This is an optimization exercise on Yosys and OpenROAD, whose aim is small area, a short achievable clock period and few clock cycles per item, not a production implementation. Where RTL was checked, it was by simulation tests only, not by an equivalence proof against the original. Power figures rest on the tool's default switching activity, not on a simulated workload.

## multiplicacion
module multiplicacion #(
    parameter N = 32
    ) (
    input logic clk, rst,
    input logic valid,
    input logic [N-1:0] A, B,
    output logic [2*N-1:0] Mult,
    output logic done
    );
clock: 5.0 ns
lec_check: 0
abc_area: 1
cap_margin: 20
core_margin: 2
core_utilization: 55
slew_margin: 20
synth_hierarchical: 1
standard.sh (not shown) runs the stock make flow with config.mk's settings and CLKGATE_MAP_FILE= SYNTH_SCRIPT=/design/flow/synth_recipe.tcl, a recipe that flattens the netlist after the stock synthesis.
==> flow/flow/run.sh <==
#!/bin/bash
set -e
cat standard.sh > standard_sh_copy.txt
export BUFFER_PORTS_ARGS="-buffer_cell sky130_fd_sc_hd__buf_2"
bash standard.sh > standard.log 2>&1
The first run finished clean.
Testbench counts at the start, summed over its fixed seeds: cycles 2,408, items 2,400.
Next try:
==> flow/flow/run.sh (replaced) <==
#!/bin/bash
set -e
cat standard.sh > standard_sh_copy.txt
export BUFFER_PORTS_ARGS="-buffer_cell sky130_fd_sc_hd__buf_4"
bash standard.sh > standard.log 2>&1
GPL_TIMING_DRIVEN = 0   (was unset)
=> The new run produced a layout that fails on setup timing. Hold slack got worse by 0.017 ns. Maximum frequency fell by roughly a tenth. Setup slack got worse by 0.49 ns. Synthesized area does not change. Wire length grows by a few percent. Core utilization fell by 0.97 points. Final area falls slightly. Cell count barely changes. Die area stays the same.

* * *

== the reference run ==
Another version of the RTL of multiplicacion (not shown whole).
Size in the first run: ~3,400 cells after synthesis, ~150 flip-flops.
==> flow/config.mk <==
export PLATFORM = sky130hd
export DESIGN_NAME = multiplicacion
export DESIGN_NICKNAME = multiplicacion
export VERILOG_FILES = /design/flow/design.v
export SDC_FILE = /design/flow/constraint.sdc
export NUM_CORES = 4
export LEC_CHECK = 0
export ABC_AREA = 1
export CAP_MARGIN = 20
export CORE_MARGIN = 2
export CORE_UTILIZATION = 55
export SLEW_MARGIN = 20
export SYNTH_HIERARCHICAL = 1
==> flow/constraint.sdc <==
create_clock -name core_clock -period 5.0 [get_ports {clk}]
set_input_delay 1.0000 -clock core_clock [delete_from_list [all_inputs] [get_ports {clk}]]
set_output_delay 1.0000 -clock core_clock [all_outputs]
set_load 0.01 [all_outputs]
==> flow/flow/run.sh <==
#!/bin/bash
set -e
cat standard.sh > standard_sh_copy.txt
export BUFFER_PORTS_ARGS="-buffer_cell sky130_fd_sc_hd__buf_4"
bash standard.sh > standard.log 2>&1
What the trial run does differently from the reference run at the input level:
Settings: an added SETUP_SLACK_MARGIN of 0.9.
==> notes.md <==
The reference run → the trial run: number of sequential storage elements held; cell area went up 2.8%; core utilization of the finished layout went up 1.7 points; peak ir drop on the vdd network went up 16%. The reference run has lower worst hold-check slack than the trial run. Summary of the trial run over the reference run: number of buffers inserted to repair setup after CTS has increased; total wire length has increased. Side by side, layout-stage area growth over the synthesis result turned out higher in the trial run than in the reference run.
Function was not checked in any run of this note: the RTL went through the layout flow alone.

* * *

Setup of wip/harbor:
multiplicacion with an RTL version that a note above also has.
Size in the first run: roughly 2500 cells after synthesis, roughly 130 flip-flops, about 130 I/O pins.
## multiplicacion
module multiplicacion #(
    parameter N = 32
    ) (
    input logic clk, rst,
    input logic valid,
    input logic [N-1:0] A, B,
    output logic [2*N-1:0] Mult,
    output logic done
    );
Settings: LEC_CHECK=0, ABC_AREA=1, CAP_MARGIN=20, CORE_MARGIN=2, CORE_UTILIZATION=62, CTS_BUF_LIST=sky130_fd_sc_hd__clkbuf_4 sky130_fd_sc_hd__clkbuf_8, SLEW_MARGIN=20, SYNTH_HIERARCHICAL=1; clock period 5.0 ns.
Scripts as last shown in full above: flow/flow/run.sh
wip/harbor reached the final stage; the timing, design-rule and antenna checks on its layout passed.
Testbench counts of wip/harbor, summed over its fixed seeds: cycles 2,408, items 2,400.
## Diff of input files: wip/willow against wip/harbor
# wip/harbor
export LEC_CHECK = 0
export ABC_AREA = 1
export CAP_MARGIN = 20
export CORE_MARGIN = 2
export CORE_UTILIZATION = 62
export CTS_BUF_LIST = sky130_fd_sc_hd__clkbuf_4 sky130_fd_sc_hd__clkbuf_8
export SLEW_MARGIN = 20
export SYNTH_HIERARCHICAL = 1
create_clock -name core_clock -period 5.0 [get_ports {clk}]
# wip/willow
export LEC_CHECK = 0
export ABC_AREA = 1
export CAP_MARGIN = 20
export CORE_MARGIN = 2
export CORE_UTILIZATION = 55
export SLEW_MARGIN = 20
export SYNTH_HIERARCHICAL = 1
create_clock -name core_clock -period 5.0 [get_ports {clk}]
- wip/harbor → wip/willow: hold slack climbed 0.094 ns; met1 usage dropped 3.4 points; horizontal extent of the die climbed 6.1%.
- [compare] base=wip/harbor new=wip/willow: number of buffers other than clock buffers in the final layout climbed 13, total power climbed 100 uW.
- wip/harbor ended up with fewer cell instances than wip/willow did.
- Compared wip/willow vs wip/harbor, and area of the core is up in wip/willow.
- wip/willow vs. wip/harbor: area growth from synthesis to layout increased 1.5 points; residual DRC count essentially unchanged.
diff inputs: wip/willow => wip/lagoon
# wip/willow
export LEC_CHECK = 0
export ABC_AREA = 1
export CAP_MARGIN = 20
export CORE_MARGIN = 2
export CORE_UTILIZATION = 55
export SLEW_MARGIN = 20
export SYNTH_HIERARCHICAL = 1
create_clock -name core_clock -period 5.0 [get_ports {clk}]
# wip/lagoon
export LEC_CHECK = 0
export ABC_AREA = 1
export CAP_MARGIN = 20
export CORE_MARGIN = 2
export CORE_UTILIZATION = 48
export CTS_BUF_LIST = sky130_fd_sc_hd__clkbuf_4 sky130_fd_sc_hd__clkbuf_8
export SLEW_MARGIN = 20
export SYNTH_HIERARCHICAL = 1
create_clock -name core_clock -period 5.0 [get_ports {clk}]
Results
Compared with wip/willow, wip/lagoon shows a via count that is 98 lower.
For wip/willow, the capturing element of the worst setup path was q101, unlike wip/lagoon, where it was Mult[63].
Summary: worst setup slack, wip/lagoon worse than wip/willow
CTS H-tree depth: wip/lagoon vs wip/willow identical
The final reports for wip/lagoon and wip/willow show first-pass GRT wire length lower in the former.
Going from wip/willow to wip/lagoon, number of diodes added for antenna fixing climbed 1, total wire length held steady, post-layout total power went down 450 uW, worst voltage drop across the vdd grid lower, post-place setup slack has decreased.
Modified inputs, wip/umber compared to wip/lagoon
# wip/lagoon
export LEC_CHECK = 0
export ABC_AREA = 1
export CAP_MARGIN = 20
export CORE_MARGIN = 2
export CORE_UTILIZATION = 48
export CTS_BUF_LIST = sky130_fd_sc_hd__clkbuf_4 sky130_fd_sc_hd__clkbuf_8
export SLEW_MARGIN = 20
export SYNTH_HIERARCHICAL = 1
create_clock -name core_clock -period 5.0 [get_ports {clk}]
# wip/umber
export LEC_CHECK = 0
export ABC_AREA = 1
export CAP_MARGIN = 20
export CORE_MARGIN = 2
export CORE_UTILIZATION = 55
export GPL_ROUTABILITY_DRIVEN = 0
export SLEW_MARGIN = 20
export SYNTH_HIERARCHICAL = 1
create_clock -name core_clock -period 5.0 [get_ports {clk}]
==> notes.md <==
Across wip/lagoon and wip/umber, none had a timing, DRC or antenna violation. Against wip/lagoon, wip/umber comes in 3.7 points higher on global router's overall resource usage. The wire length of wip/umber was superior to that of wip/lagoon. Total power of wip/umber is higher than that of wip/lagoon. Between wip/lagoon and wip/umber, via count increased. In the metrics for wip/lagoon and wip/umber, the one carrying the higher post-detailed-route via-to-cell ratio is wip/umber. Count of non-filler cells in the finished layout: wip/umber vs wip/lagoon down 3.2%. Portion of total power attributed to the clock network: wip/umber > wip/lagoon.
For wip/yarrow, these inputs were changed with respect to wip/umber:
# wip/umber
export LEC_CHECK = 0
export ABC_AREA = 1
export CAP_MARGIN = 20
export CORE_MARGIN = 2
export CORE_UTILIZATION = 55
export GPL_ROUTABILITY_DRIVEN = 0
export SLEW_MARGIN = 20
export SYNTH_HIERARCHICAL = 1
create_clock -name core_clock -period 5.0 [get_ports {clk}]
# wip/yarrow
export LEC_CHECK = 0
export ABC_AREA = 0
export CAP_MARGIN = 20
export CORE_MARGIN = 2
export CORE_UTILIZATION = 55
export SLEW_MARGIN = 20
export SYNTH_HIERARCHICAL = 1
create_clock -name core_clock -period 5.0 [get_ports {clk}]
wip/yarrow finished all stages; layout check result: FAIL, due to negative setup slack.
wip/umber reached the end of the flow, and the finished layout is clean on the timing, design-rule and antenna checks.
Taking wip/umber as the reference, in wip/yarrow critical path's largest stage delay saw little to no change, total die area increased by 18% relative to the old numbers.
Comparing wip/umber and wip/yarrow, the higher cell-internal power was measured on wip/yarrow.

-- afterwards: timing with drivers on the ports --
The results above use ideal ports. As a check the final layouts listed here were re-extracted and re-timed, cells and wires unchanged. Step 1, drivers: a clkbuf_16 drives clk and a buf_2 each remaining input, both assumed. Step 2, shift: input delay + t, output delay - t, t = (earliest + latest rising clock arrival at the registers) / 2. This alone moves slack from input paths to output paths. Slacks: ideal ports / drivers / drivers and shift; pairs: ideal ports / drivers.
run | shift t [ns] | setup slack, ns | clock arrival spread, ns | worst data-port slew with drivers (ns)
the first run of note 1 | 0.553 | 0.470 / 0.509 / -0.044 | 0.018 / 0.018 | 0.07
the second run of note 1 | 0.532 | -0.021 / 0.017 / -0.515 | 0.011 / 0.012 | 0.09
the reference run | 0.536 | 0.460 / 0.429 / -0.107 | 0.018 / 0.018 | 0.09
the trial run | 0.520 | 0.870 / 0.914 / 0.395 | 0.020 / 0.021 | 0.05
wip/harbor | 0.617 | 0.493 / 0.438 / -0.090 | 0.018 / 0.019 | 0.07
wip/willow | 0.538 | 0.525 / 0.548 / 0.010 | 0.009 / 0.009 | 0.09
wip/lagoon | 0.619 | 0.495 / 0.441 / -0.077 | 0.019 / 0.019 | 0.06
wip/umber | 0.550 | 0.417 / 0.452 / -0.098 | 0.018 / 0.018 | 0.10
wip/yarrow | 0.557 | -0.185 / -0.250 / -0.376 | 0.016 / 0.017 | 0.07
Met with ideal ports but missed after step 2: setup timing in 5 of these runs. For wip/harbor, which loses most, drivers alone change the setup slack by -0.055 ns; drivers and shift together by -0.583 ns.
